This design comes from an exercise in tuning for small area and a short achievable clock period on the open sky130 flow, not from production work.

==> run C: inputs <==
// DaddaKS_16bitMAC
module DaddaKS_16bitMAC(
    input [15:0] a,
    input [15:0] b,
    input clk,
    input rst,
    input cin,
    output reg [31:0] out,
    output cout
);
clock: 17.0 ns
lec_check: 0
cap_margin: 20
core_margin: 2
core_utilization: 40
setup_slack_margin: 5
slew_margin: 20
synth_hierarchical: 1
standard.sh (not shown) runs the stock make flow with config.mk's settings and CLKGATE_MAP_FILE= SYNTH_SCRIPT=/design/flow/synth_recipe.tcl, a recipe that flattens the netlist after the stock synthesis.
==> flow/flow/run.sh <==
#!/bin/bash
# The standard layout (the standard.sh) with these ORFS settings on top of config.mk's:
#   SETUP_SLACK_MARGIN=6 'BUFFER_PORTS_ARGS=-buffer_cell sky130_fd_sc_hd__buf_1' 'CTS_ARGS=-sink_clustering_enable -repair_clock_nets -buf_list sky130_fd_sc_hd__clkbuf_8 -dont_use_dummy_load'
# and one extra step after global placement: downsize.tcl gives every cell the smallest
# drive strength that keeps the worst setup slack (area recovery; synthesis maps the
# one-gate modules to needlessly large cells).  Each tool's output is in its own log.
set -euo pipefail
bash standard.sh SETUP_SLACK_MARGIN=6 'BUFFER_PORTS_ARGS=-buffer_cell sky130_fd_sc_hd__buf_1' 'CTS_ARGS=-sink_clustering_enable -repair_clock_nets -buf_list sky130_fd_sc_hd__clkbuf_8 -dont_use_dummy_load' place > standard_place.log 2>&1
R=$PWD/orfs/results/sky130hd/DaddaKS_16bitMAC/base
DS_ODB=$R/3_place.odb DS_SDC=$R/3_place.sdc DS_TARGET=6.3 \
  DS_LIB=$FLOW_HOME/platforms/sky130hd/lib/sky130_fd_sc_hd__tt_025C_1v80.lib \
  DS_PLATFORM_DIR=$FLOW_HOME/platforms/sky130hd \
  openroad -no_init -exit flow/downsize.tcl > downsize.log 2>&1
bash standard.sh SETUP_SLACK_MARGIN=6 'BUFFER_PORTS_ARGS=-buffer_cell sky130_fd_sc_hd__buf_1' 'CTS_ARGS=-sink_clustering_enable -repair_clock_nets -buf_list sky130_fd_sc_hd__clkbuf_8 -dont_use_dummy_load' finish > standard_finish.log 2>&1
Other scripts of this flow, unchanged in this note and not shown: flow/flow/downsize.tcl
==> inputs of run F, as changes to run C <==
--- a/flow/design.v
+++ b/flow/design.v
@@ -796,14 +796,16 @@
 wire p_8;
 wire g_8;
 wire p_9;
 wire g_9;
 wire p_10;
 wire g_10;
+wire t_10;
 wire p_11;
 wire g_11;
+wire t_11;
 wire p_12;
 wire g_12;
 wire t_12;
 wire p_13;
 wire g_13;
 wire t_13;
@@ -839,14 +841,16 @@
 wire t_23;
 wire p_24;
 wire g_24;
 wire t_24;
 wire p_25;
 wire g_25;
+wire t_25;
 wire p_26;
 wire g_26;
+wire t_26;
 wire p_27;
 wire g_27;
 wire p_28;
 wire g_28;
 wire p_29;
 wire g_29;
@@ -1529,14 +1533,16 @@
 bxor px8 (.a(c450), .b(s451), .y(p_8));
 bnor pg8 (.a(c450), .b(s451), .y(g_8));
 bxor px9 (.a(c452), .b(s453), .y(p_9));
 bnor pg9 (.a(c452), .b(s453), .y(g_9));
 bxor px10 (.a(c454), .b(s455), .y(p_10));
 bnor pg10 (.a(c454), .b(s455), .y(g_10));
+nand2 pt10 (.a(c454), .b(s455), .y(t_10));
 bxor px11 (.a(c456), .b(s457), .y(p_11));
 bnor pg11 (.a(c456), .b(s457), .y(g_11));
+nand2 pt11 (.a(c456), .b(s457), .y(t_11));
 bxor px12 (.a(c458), .b(s459), .y(p_12));
 bnor pg12 (.a(c458), .b(s459), .y(g_12));
 nand2 pt12 (.a(c458), .b(s459), .y(t_12));
 bxor px13 (.a(c460), .b(s461), .y(p_13));
 bnor pg13 (.a(c460), .b(s461), .y(g_13));
 nand2 pt13 (.a(c460), .b(s461), .y(t_13));
@@ -1572,14 +1578,16 @@
 nand2 pt23 (.a(c480), .b(s481), .y(t_23));
 bxor px24 (.a(c482), .b(s483), .y(p_24));
 bnor pg24 (.a(c482), .b(s483), .y(g_24));
 nand2 pt24 (.a(c482), .b(s483), .y(t_24));
 bxor px25 (.a(c484), .b(s485), .y(p_25));
 bnor pg25 (.a(c484), .b(s485), .y(g_25));
+nand2 pt25 (.a(c484), .b(s485), .y(t_25));
 bxor px26 (.a(c486), .b(s487), .y(p_26));
 bnor pg26 (.a(c486), .b(s487), .y(g_26));
+nand2 pt26 (.a(c486), .b(s487), .y(t_26));
 bxor px27 (.a(c488), .b(s489), .y(p_27));
 bnor pg27 (.a(c488), .b(s489), .y(g_27));
 bxor px28 (.a(c490), .b(s491), .y(p_28));
 bnor pg28 (.a(c490), .b(s491), .y(g_28));
 bxor px29 (.a(c492), .b(s493), .y(p_29));
 bnor pg29 (.a(c492), .b(s493), .y(g_29));
@@ -1595,30 +1603,30 @@
 aoi21 uG5_4_501 (.a(p_5), .b(g_4), .c(g_5), .y(G5_4_501));
 nand2 uP5_4_502 (.a(p_5), .b(p_4), .y(P5_4_502));
 aoi21 uG7_6_503 (.a(p_7), .b(g_6), .c(g_7), .y(G7_6_503));
 nand2 uP7_6_504 (.a(p_7), .b(p_6), .y(P7_6_504));
 aoi21 uG9_8_505 (.a(p_9), .b(g_8), .c(g_9), .y(G9_8_505));
 nand2 uP9_8_506 (.a(p_9), .b(p_8), .y(P9_8_506));
-aoi21 uG11_10_507 (.a(p_11), .b(g_10), .c(g_11), .y(G11_10_507));
-nand2 uP11_10_508 (.a(p_11), .b(p_10), .y(P11_10_508));
+aoi21 uG11_10_507 (.a(t_11), .b(g_10), .c(g_11), .y(G11_10_507));
+nand2 uP11_10_508 (.a(t_11), .b(t_10), .y(P11_10_508));
 aoi21 uG13_12_509 (.a(t_13), .b(g_12), .c(g_13), .y(G13_12_509));
 nand2 uP13_12_510 (.a(t_13), .b(t_12), .y(P13_12_510));
 aoi21 uG15_14_511 (.a(t_15), .b(g_14), .c(g_15), .y(G15_14_511));
 nand2 uP15_14_512 (.a(t_15), .b(t_14), .y(P15_14_512));
 aoi21 uG17_16_513 (.a(t_17), .b(g_16), .c(g_17), .y(G17_16_513));
 nand2 uP17_16_514 (.a(t_17), .b(t_16), .y(P17_16_514));
 aoi21 uG19_18_515 (.a(t_19), .b(g_18), .c(g_19), .y(G19_18_515));
 nand2 uP19_18_516 (.a(t_19), .b(t_18), .y(P19_18_516));
 aoi21 uG21_20_517 (.a(t_21), .b(g_20), .c(g_21), .y(G21_20_517));
 nand2 uP21_20_518 (.a(t_21), .b(t_20), .y(P21_20_518));
 aoi21 uG23_22_519 (.a(t_23), .b(g_22), .c(g_23), .y(G23_22_519));
 nand2 uP23_22_520 (.a(t_23), .b(t_22), .y(P23_22_520));
-aoi21 uG25_24_521 (.a(p_25), .b(g_24), .c(g_25), .y(G25_24_521));
-nand2 uP25_24_522 (.a(p_25), .b(t_24), .y(P25_24_522));
+aoi21 uG25_24_521 (.a(t_25), .b(g_24), .c(g_25), .y(G25_24_521));
+nand2 uP25_24_522 (.a(t_25), .b(t_24), .y(P25_24_522));
 aoi21 uG27_26_523 (.a(p_27), .b(g_26), .c(g_27), .y(G27_26_523));
-nand2 uP27_26_524 (.a(p_27), .b(p_26), .y(P27_26_524));
+nand2 uP27_26_524 (.a(p_27), .b(t_26), .y(P27_26_524));
 aoi21 uG29_28_525 (.a(p_29), .b(g_28), .c(g_29), .y(G29_28_525));
 nand2 uP29_28_526 (.a(p_29), .b(p_28), .y(P29_28_526));
 aoi21 uG31_30_527 (.a(p_31), .b(g_30), .c(g_31), .y(G31_30_527));
 nand2 uP31_30_528 (.a(p_31), .b(p_30), .y(P31_30_528));
 oai21 uG3_0_529 (.a(P3_2_500), .b(G1_0_498), .c(G3_2_499), .y(G3_0_529));
 oai21 uG7_4_530 (.a(P7_6_504), .b(G5_4_501), .c(G7_6_503), .y(G7_4_530));
@@ -1665,23 +1673,23 @@
 assign gi571 = ~G1_0_498;
 aoi21 uG2_0_572 (.a(p_2), .b(gi571), .c(g_2), .y(G2_0_572));
 aoi21 uG4_0_573 (.a(p_4), .b(G3_0_529), .c(g_4), .y(G4_0_573));
 aoi21 uG6_0_574 (.a(p_6), .b(G5_0_562), .c(g_6), .y(G6_0_574));
 assign gi575 = ~G7_0_544;
 aoi21 uG8_0_576 (.a(p_8), .b(gi575), .c(g_8), .y(G8_0_576));
-aoi21 uG10_0_577 (.a(p_10), .b(G9_0_563), .c(g_10), .y(G10_0_577));
+aoi21 uG10_0_577 (.a(t_10), .b(G9_0_563), .c(g_10), .y(G10_0_577));
 assign gi578 = ~G11_0_558;
 aoi21 uG12_0_579 (.a(t_12), .b(gi578), .c(g_12), .y(G12_0_579));
 aoi21 uG14_0_580 (.a(t_14), .b(G13_0_564), .c(g_14), .y(G14_0_580));
 aoi21 uG16_0_581 (.a(t_16), .b(G15_0_551), .c(g_16), .y(G16_0_581));
 aoi21 uG18_0_582 (.a(t_18), .b(G17_0_566), .c(g_18), .y(G18_0_582));
 assign gi583 = ~G19_0_559;
 aoi21 uG20_0_584 (.a(t_20), .b(gi583), .c(g_20), .y(G20_0_584));
 aoi21 uG22_0_585 (.a(t_22), .b(G21_0_567), .c(g_22), .y(G22_0_585));
 aoi21 uG24_0_586 (.a(t_24), .b(G23_0_556), .c(g_24), .y(G24_0_586));
-aoi21 uG26_0_587 (.a(p_26), .b(G25_0_569), .c(g_26), .y(G26_0_587));
+aoi21 uG26_0_587 (.a(t_26), .b(G25_0_569), .c(g_26), .y(G26_0_587));
 assign gi588 = ~G27_0_560;
 aoi21 uG28_0_589 (.a(p_28), .b(gi588), .c(g_28), .y(G28_0_589));
 aoi21 uG30_0_590 (.a(p_30), .b(G29_0_570), .c(g_30), .y(G30_0_590));
 assign sum_0 = p_0;
 bxor sx1 (.a(p_1), .b(g_0), .y(sum_1));
 bxnor sx2 (.a(p_2), .b(G1_0_498), .y(sum_2));
==> qor summary <==
Result of the run: run F finished clean; run C finished clean
Multi-input logic portion of the cell area: run F 77.9%; run C 77.8%
XOR/XNOR Fraction of Synth Area: run F 8.11%; run C 8.11%
Worst setup timing slack at the placement stage: run F 5.05 ns; run C 5.01 ns
Final Skew: run F 0.00500 ns; run C 0.0163 ns
Highest attainable clock frequency: run F 91.2 MHz; run C 91.2 MHz
Sequential cell area share: run F 9.00%; run C 8.93%
Effective utilization at floorplan: run F 40.9%; run C 41.0%
Area of the mapped netlist: run F 8630 µm²; run C 8640 µm²
Number of non-filler instances in the completed layout: run F 1143; run C 1132
Final layout net count: run F 1130; run C 1119
Post-route worst hold slack: run F 0.659 ns; run C 0.668 ns
Hold path endpoint: run F out[0]; run C out[31]
Routability congestion estimate: run F 0.854; run C 0.874
Detailed Route Iter0 Violations: run F 271; run C 338
Slew Limit Headroom: run F 50.2%; run C 52.6%
Half-perimeter wire length of the detailed placement result: run F 16.8 mm; run C 17.0 mm
Worst reg-to-reg setup slack: run F 11.48 ns; run C 11.63 ns
Post-place instance area: run F 8570 µm²; run C 8570 µm²
Function was not checked in any run of this note: the RTL went through the layout flow alone.

-- what the ideal ports hide --
In the flow no input, the clock included, has a driving cell. The finished layouts below were timed again as built, in two steps. Step 1, drivers: a clkbuf_16 drives clk and a buf_2 each remaining input, both assumed. Step 2 times the ports against the registers' clock, not the clock port: input delays grow and output delays shrink by t, the midpoint of the rising clock arrivals with the driver on. a / b / c = ideal / step 1 / step 2; a / b = the first two.
run | t (ns) | setup WS [ns] | cell pins on the clock port's net
run C | 0.356 | 6.032 / 5.965 / 5.965 | 1
run F | 0.358 | 6.031 / 5.984 / 5.984 | 1
After both steps setup and hold are still met in every run listed. For run C, which loses most, drivers alone change the setup slack by -0.067 ns; drivers and shift together by -0.067 ns.
